This design comes from an exercise in tuning for a short achievable clock period and few clock cycles on the open sky130 flow, not from production work.
At most, simulation tests tie the RTL to the original design; equivalence was not proved.
Power is estimated from default activity; no workload was simulated.

==> v36: inputs <==
==> flow/design.v (excerpt) <==
module core (
    input clk,
    input reset,
    output [11:0] imem_addr,
    input [15:0] imem_data,
    output wb_valid,
    output [2:0] wb_reg,
    output [15:0] wb_data
);
==> flow/config.mk <==
export PLATFORM = sky130hd
export DESIGN_NAME = core
export DESIGN_NICKNAME = core
export VERILOG_FILES = /design/flow/design.v
export SDC_FILE = /design/flow/constraint.sdc
export NUM_CORES = 4
export LEC_CHECK = 0
export CAP_MARGIN = 20
export CORE_MARGIN = 2
export CORE_UTILIZATION = 40
export SLEW_MARGIN = 20
==> flow/constraint.sdc <==
create_clock -name core_clock -period 6.0 [get_ports {clk}]
set_input_delay 1.2000 -clock core_clock [delete_from_list [all_inputs] [get_ports {clk}]]
set_output_delay 1.2000 -clock core_clock [all_outputs]
set_load 0.01 [all_outputs]
run.sh (not shown) runs the stock make flow with config.mk's settings and CLKGATE_MAP_FILE= SYNTH_SCRIPT=/design/flow/synth_recipe.tcl, a recipe that flattens the netlist after the stock synthesis.
==> v17 (differences from v36) <==
--- a/flow/config.mk
+++ b/flow/config.mk
@@ -6,6 +6,9 @@
 export NUM_CORES = 4
 export LEC_CHECK = 0
+export ABC_CLOCK_PERIOD_IN_PS = 2000
 export CAP_MARGIN = 20
 export CORE_MARGIN = 2
 export CORE_UTILIZATION = 40
+export SETUP_SLACK_MARGIN = 3.5
 export SLEW_MARGIN = 20
+export TNS_END_PERCENT = 100
==> notes <==
In die area, v36 and v17 do not differ. In v36 the clock power is smaller than in v17, by about 2%. Sequential cell count is the same in v17 and v36. Between v17 and v36, the lower via count is in v36 (gap about 14%, measured against v36). Non-clock buffer count: v36 is lower than v17 (294). Cell area: v17 is larger than v36 (about 23%). Against v36, the wire length of v17 is larger by 25%. Synthesized cell count is the same in v17 and v36. Sequential share of layout area: v36 is higher than v17 (7.4 points). Against v36, the register-to-register slack of v17 is higher by 1300 ps.
==> figures <==
|  | v17 | v36 |
|---|---|---|
| Met1 routed wirelength after detailed routing | 37400 µm | 35200 µm |
| Leakage power of the design | 15.2 nW | 12.6 nW |
| Reg-to-reg endpoint | bctr[6][1] | R[3][14] |
| Register share of the cell area | 0.328 | 0.402 |
| Area of the multi-input gates | 15400 µm² | 12800 µm² |
| Switch Pwr | 0.00547 W | 0.00424 W |
| Power density over the cells | 406 nW/µm² | 398 nW/µm² |
| Final min period | 3620 ps | 4880 ps |
| Reg2Reg Depth | 10 | 13 |
| Critical path depth in cells | 10 | 13 |
| Met3 usage | 0.0444 | 0.0409 |
| Number of inserted filler cells in the final layout | 5084 | 5796 |
| Largest net degree at the start of global routing | 166 | 175 |
| Met1 demand-to-capacity share in global routing | 0.373 | 0.353 |
| Largest Pwr Group | combinational cells | registers |
| Detail Route met2 WL | 45200 µm | 34300 µm |
| Non-filler instance count after layout | 3507 | 3200 |
| Fin area | 34500 µm² | 28000 µm² |
| Result of the run | finished clean | finished clean |
| Slowest stage cell, crit path | sky130_fd_sc_hd__dfrtp_4 | sky130_fd_sc_hd__o211ai_1 |
| Final design utilization | 0.559 | 0.454 |
| Slew Limit Headroom | 0.235 | 0.221 |
Testbench counts of v36, summed over its fixed seeds: cycles 91,006.
Testbench counts of v17, summed over its fixed seeds: cycles 91,006.

---

==> 02-14 <==
Another version of the RTL of core (not shown whole).
clock: 6.0 ns
lec_check: 0
abc_area: 1
cap_margin: 20
core_margin: 2
core_utilization: 40
setup_slack_margin: 3.9
slew_margin: 20
tns_end_percent: 100
==> inputs of 09-10, as changes to 02-14 <==
--- a/flow/design.v
+++ b/flow/design.v
@@ -50,16 +50,18 @@
     endgenerate
     assign s    = p ^ {g4[14:0], cin};
     assign cout = g4[15];
 endmodule
 module bitty_carry16 (
-    input  [15:0] g0,           
-    input  [15:0] p,            
+    input  [15:0] a,
+    input  [15:0] b,
     input         cin,
     output [15:0] c,
     output        cout
 );
+    wire [15:0] p = a ^ b;
+    wire [15:0] g0 = a & b;
     wire [15:0] g1, p1, g2, p2, g3, p3, g4, p4;
     wire [15:0] gi = {g0[15:1], g0[0] | (p[0] & cin)};
     genvar i;
     generate
         for (i = 0; i < 16; i = i + 1) begin : l1
@@ -144,22 +146,20 @@
     output [15:0] wb_data
 );
     localparam NT = 8;          
     reg [11:0] fa;              
     reg [11:0] fa_out;          
-    reg [11:0] fa_cn;           
     reg        first;           
     reg        dv;              
     reg [11:0] dpc;             
     reg        dhit;            
     reg [3:0]  dmask;           
     reg        ev, e_alu, e_br;
     reg [2:0]  e_rx;
     reg [15:0] e_a, e_b;        
     reg [15:0] e_na, e_nb;      
     reg [15:0] e_bx;            
-    reg [15:0] e_nbx;           
     reg        e_sub, e_ar;     
     reg [7:0]  e_op;            
     reg [1:0]  e_cond;
     reg [11:0] e_tgt, e_fall, e_pc;
     reg        e_hit;
@@ -173,12 +173,11 @@
     reg        i_v;             
     reg [7:0]  i_sel;           
     reg        i_upd;           
     reg [11:0] i_key, i_del;
     reg [3:0]  i_mask;
-    reg        w_vn;            
-    wire       w_v = ~w_vn;
+    reg        w_v;
     reg [2:0]  w_rx;
     reg        k_v;
     reg [15:0] k_c;
     reg [15:0] R [0:7];
     reg [15:0] C;               
@@ -199,24 +198,22 @@
     wire mis_v = vv & ~|(v_mask & ccls);
     wire [15:0] a = e_a;
     wire [15:0] b = e_b;
     wire [15:0] cy;
     wire        cy_out;
-    wire [15:0] g_ab = ~(e_na | e_nbx);
-    wire [15:0] t_ab = ~(e_na & e_nbx);
-    bitty_carry16 u_cy (.g0(g_ab), .p(t_ab), .cin(e_sub), .c(cy), .cout(cy_out));
+    bitty_carry16 u_cy (.a(a), .b(e_bx), .cin(e_sub), .c(cy), .cout(cy_out));
     wire [15:0] p_ab = a ^ e_bx;
     wire        ge, le;
     bitty_geq16 u_ge (.x(a), .y(e_nb), .cout(ge));    
     bitty_geq16 u_le (.x(b), .y(e_na), .cout(le));    
     wire        b_big = |b[15:4];
     wire [15:0] r_shl = b_big ? 16'd0 : (a << b[3:0]);
     wire [15:0] r_shr = b_big ? 16'd0 : (a >> b[3:0]);
     wire [15:0] r_cmp = {14'd0, ~ge, ~le};
     wire [15:0] oth = ({16{e_op[2]}} & (a & b))
                     | ({16{e_op[3]}} & (a | b))
-                    | ({16{e_op[4]}} & p_ab)
+                    | ({16{e_op[4]}} & (a ^ b))
                     | ({16{e_op[5]}} & r_shl)
                     | ({16{e_op[6]}} & r_shr)
                     | ({16{e_op[7]}} & r_cmp);
     wire [15:0] res0 = ({16{e_ar}} &  p_ab) | oth;    
     wire [15:0] res1 = ({16{e_ar}} & ~p_ab) | oth;    
@@ -239,11 +236,11 @@
     integer k;
     always @(*) begin
         t_del = 12'd0;
         t_mask = 4'd0;
         for (k = 0; k < NT; k = k + 1) begin
-            m[k] = tv[k] & (tkey[k] == ~fa_cn);
+            m[k] = tv[k] & (tkey[k] == fa);
             u[k] = tv[k] & (tkey[k] == r_key);
             t_del = t_del | ({12{m[k]}} & tdel[k]);
             t_mask = t_mask | ({4{m[k]}} & tmask[k]);
         end
     end
@@ -277,11 +274,11 @@
             ev <= 1'b0;
             vv <= 1'b0;
             r_act <= 1'b0;
             i_v <= 1'b0;
             k_v <= 1'b0;
-            w_vn <= 1'b1;
+            w_v <= 1'b0;
             for (i = 0; i < 8; i = i + 1) R[i] <= 16'h0001;
             C <= 16'h0001;
             wbv <= 1'b0;
             for (i = 0; i < NT; i = i + 1) tv[i] <= 1'b0;
             tptr <= 0;
@@ -294,11 +291,11 @@
             if (ex_alu)
                 C <= res;
             else if (k_v)
                 C <= k_c;
             k_v <= mis_v & ex_alu;
-            w_vn <= ~do_alu;
+            w_v <= do_alu;
             if (w_v) R[w_rx] <= C;
             vv     <= do_alu & e_hit;
             if (e_commit) r_act <= 1'b1;
             i_v <= install;
             if (i_v) begin
@@ -318,11 +315,10 @@
         e_a    <= (cy & a1) | (~cy & a0);
         e_b    <= (cy & b1) | (~cy & b0);
         e_nb   <= ~((cy & b1) | (~cy & b0));
         e_na   <= ~((cy & a1) | (~cy & a0));
         e_bx   <= (cy & bx1) | (~cy & bx0);
-        e_nbx  <= ~((cy & bx1) | (~cy & bx0));
         e_sub  <= d_sub;
         e_ar   <= ~d_opc[2] & ~d_opc[1];
         e_op   <= 8'd1 << d_opc;
         e_cond <= imem_data[3:2];
         e_tgt  <= imem_data[15:4];
@@ -330,11 +326,10 @@
         e_pc   <= dpc;
         e_hit  <= dhit;
         e_mask <= dmask;
         wbr    <= e_rx;
         fa_out <= first ? 12'd0 : fa_next;
-        fa_cn  <= ~(first ? 12'd0 : fa_next);
         if (ex_alu) wbd <= res;
         v_mask <= e_mask;
         v_fall <= e_fall;
         k_c    <= C;
         w_rx   <= e_rx;
==> flow/config.mk (replaced) <==
export PLATFORM = sky130hd
export DESIGN_NAME = core
export DESIGN_NICKNAME = core
export VERILOG_FILES = /design/flow/design.v
export SDC_FILE = /design/flow/constraint.sdc
export NUM_CORES = 4
export LEC_CHECK = 0
export CAP_MARGIN = 20
export CORE_MARGIN = 2
export CORE_UTILIZATION = 40
export SETUP_SLACK_MARGIN = 3.5
export SLEW_MARGIN = 20
export SYNTH_HIERARCHICAL = 1
export SYNTH_MINIMUM_KEEP_SIZE = 0
export TNS_END_PERCENT = 100
==> flow_summary.json <==
{
  "die_width_um": 284.4,
  "p_leak_nw": 15.06,
  "initial_utilization_pct": 40.54,
  "cellPowerDensity_nw_per_um2": 346.3,
  "most_used_cells_in_the_layout_excluding_fill_and_tap_cells": "sky130_fd_sc_hd__edfxtp_1, sky130_fd_sc_hd__buf_4, sky130_fd_sc_hd__dfxtp_1",
  "status": "no timing/DRC/antenna violations",
  "tot_pwr_mw": 13.91,
  "power_switching_share_pct": 30.69,
  "use_met3_pct": 4.021,
  "fin_area_um2": 40180
}
That was 09-10.
==> flow_summary.json <==
{
  "worst_setup_path_startpoint": "C[2]",
  "use_met3_pct": 4.921,
  "die_width_um": 288.0,
  "dpl.hpwl_um": 73410,
  "initial_utilization_pct": 40.25,
  "fin_area_um2": 42160,
  "most_used_cells_in_the_layout_excluding_fill_and_tap_cells": "sky130_fd_sc_hd__nand2_1, sky130_fd_sc_hd__inv_1, sky130_fd_sc_hd__nand3_1",
  "p_leak_nw": 18.09,
  "tot_pwr_mw": 13.17,
  "status": "no timing/DRC/antenna violations"
}
That was 02-14.
Testbench counts of 09-10, summed over its fixed seeds: cycles 66,324.
For 02-14, only the layout was checked, not whether the RTL still works.

-- separate check: timing with driven ports --
Ports are ideal in the flow. The routed layouts listed here were re-timed in OpenROAD.
Step 1 sets driving cells, clkbuf_16 on the clock port and buf_2 on the other inputs (assumed; they add their load-dependent delay and slew).
Step 2 adds t to the input delays and takes it off the output delays; t is the mean of the earliest and latest rising clock arrival at the registers after step 1. Input paths then give back, and output paths get back, about the clock's delay inside the block.
a / b / c = ideal ports / drivers / drivers and shift; a / b = the first two.
run | t (ns) | setup slack, ns | worst data-port slew with drivers (ns) | cell pins on the clock port's net
v36 | 0.657 | 1.124 / 1.124 / 1.124 | 0.06 | 1
v17 | 0.661 | 2.378 / 2.378 / 2.378 | 0.05 | 1
02-14 | 0.690 | 3.627 / 3.583 / 2.942 | 0.24 | 1
09-10 | 0.681 | 2.990 / 2.990 / 2.484 | 0.06 | 1
After both steps setup and hold are still met in every run listed. The setup slack of 02-14, which loses most, moves by -0.044 ns with the drivers and by -0.685 ns with both steps.
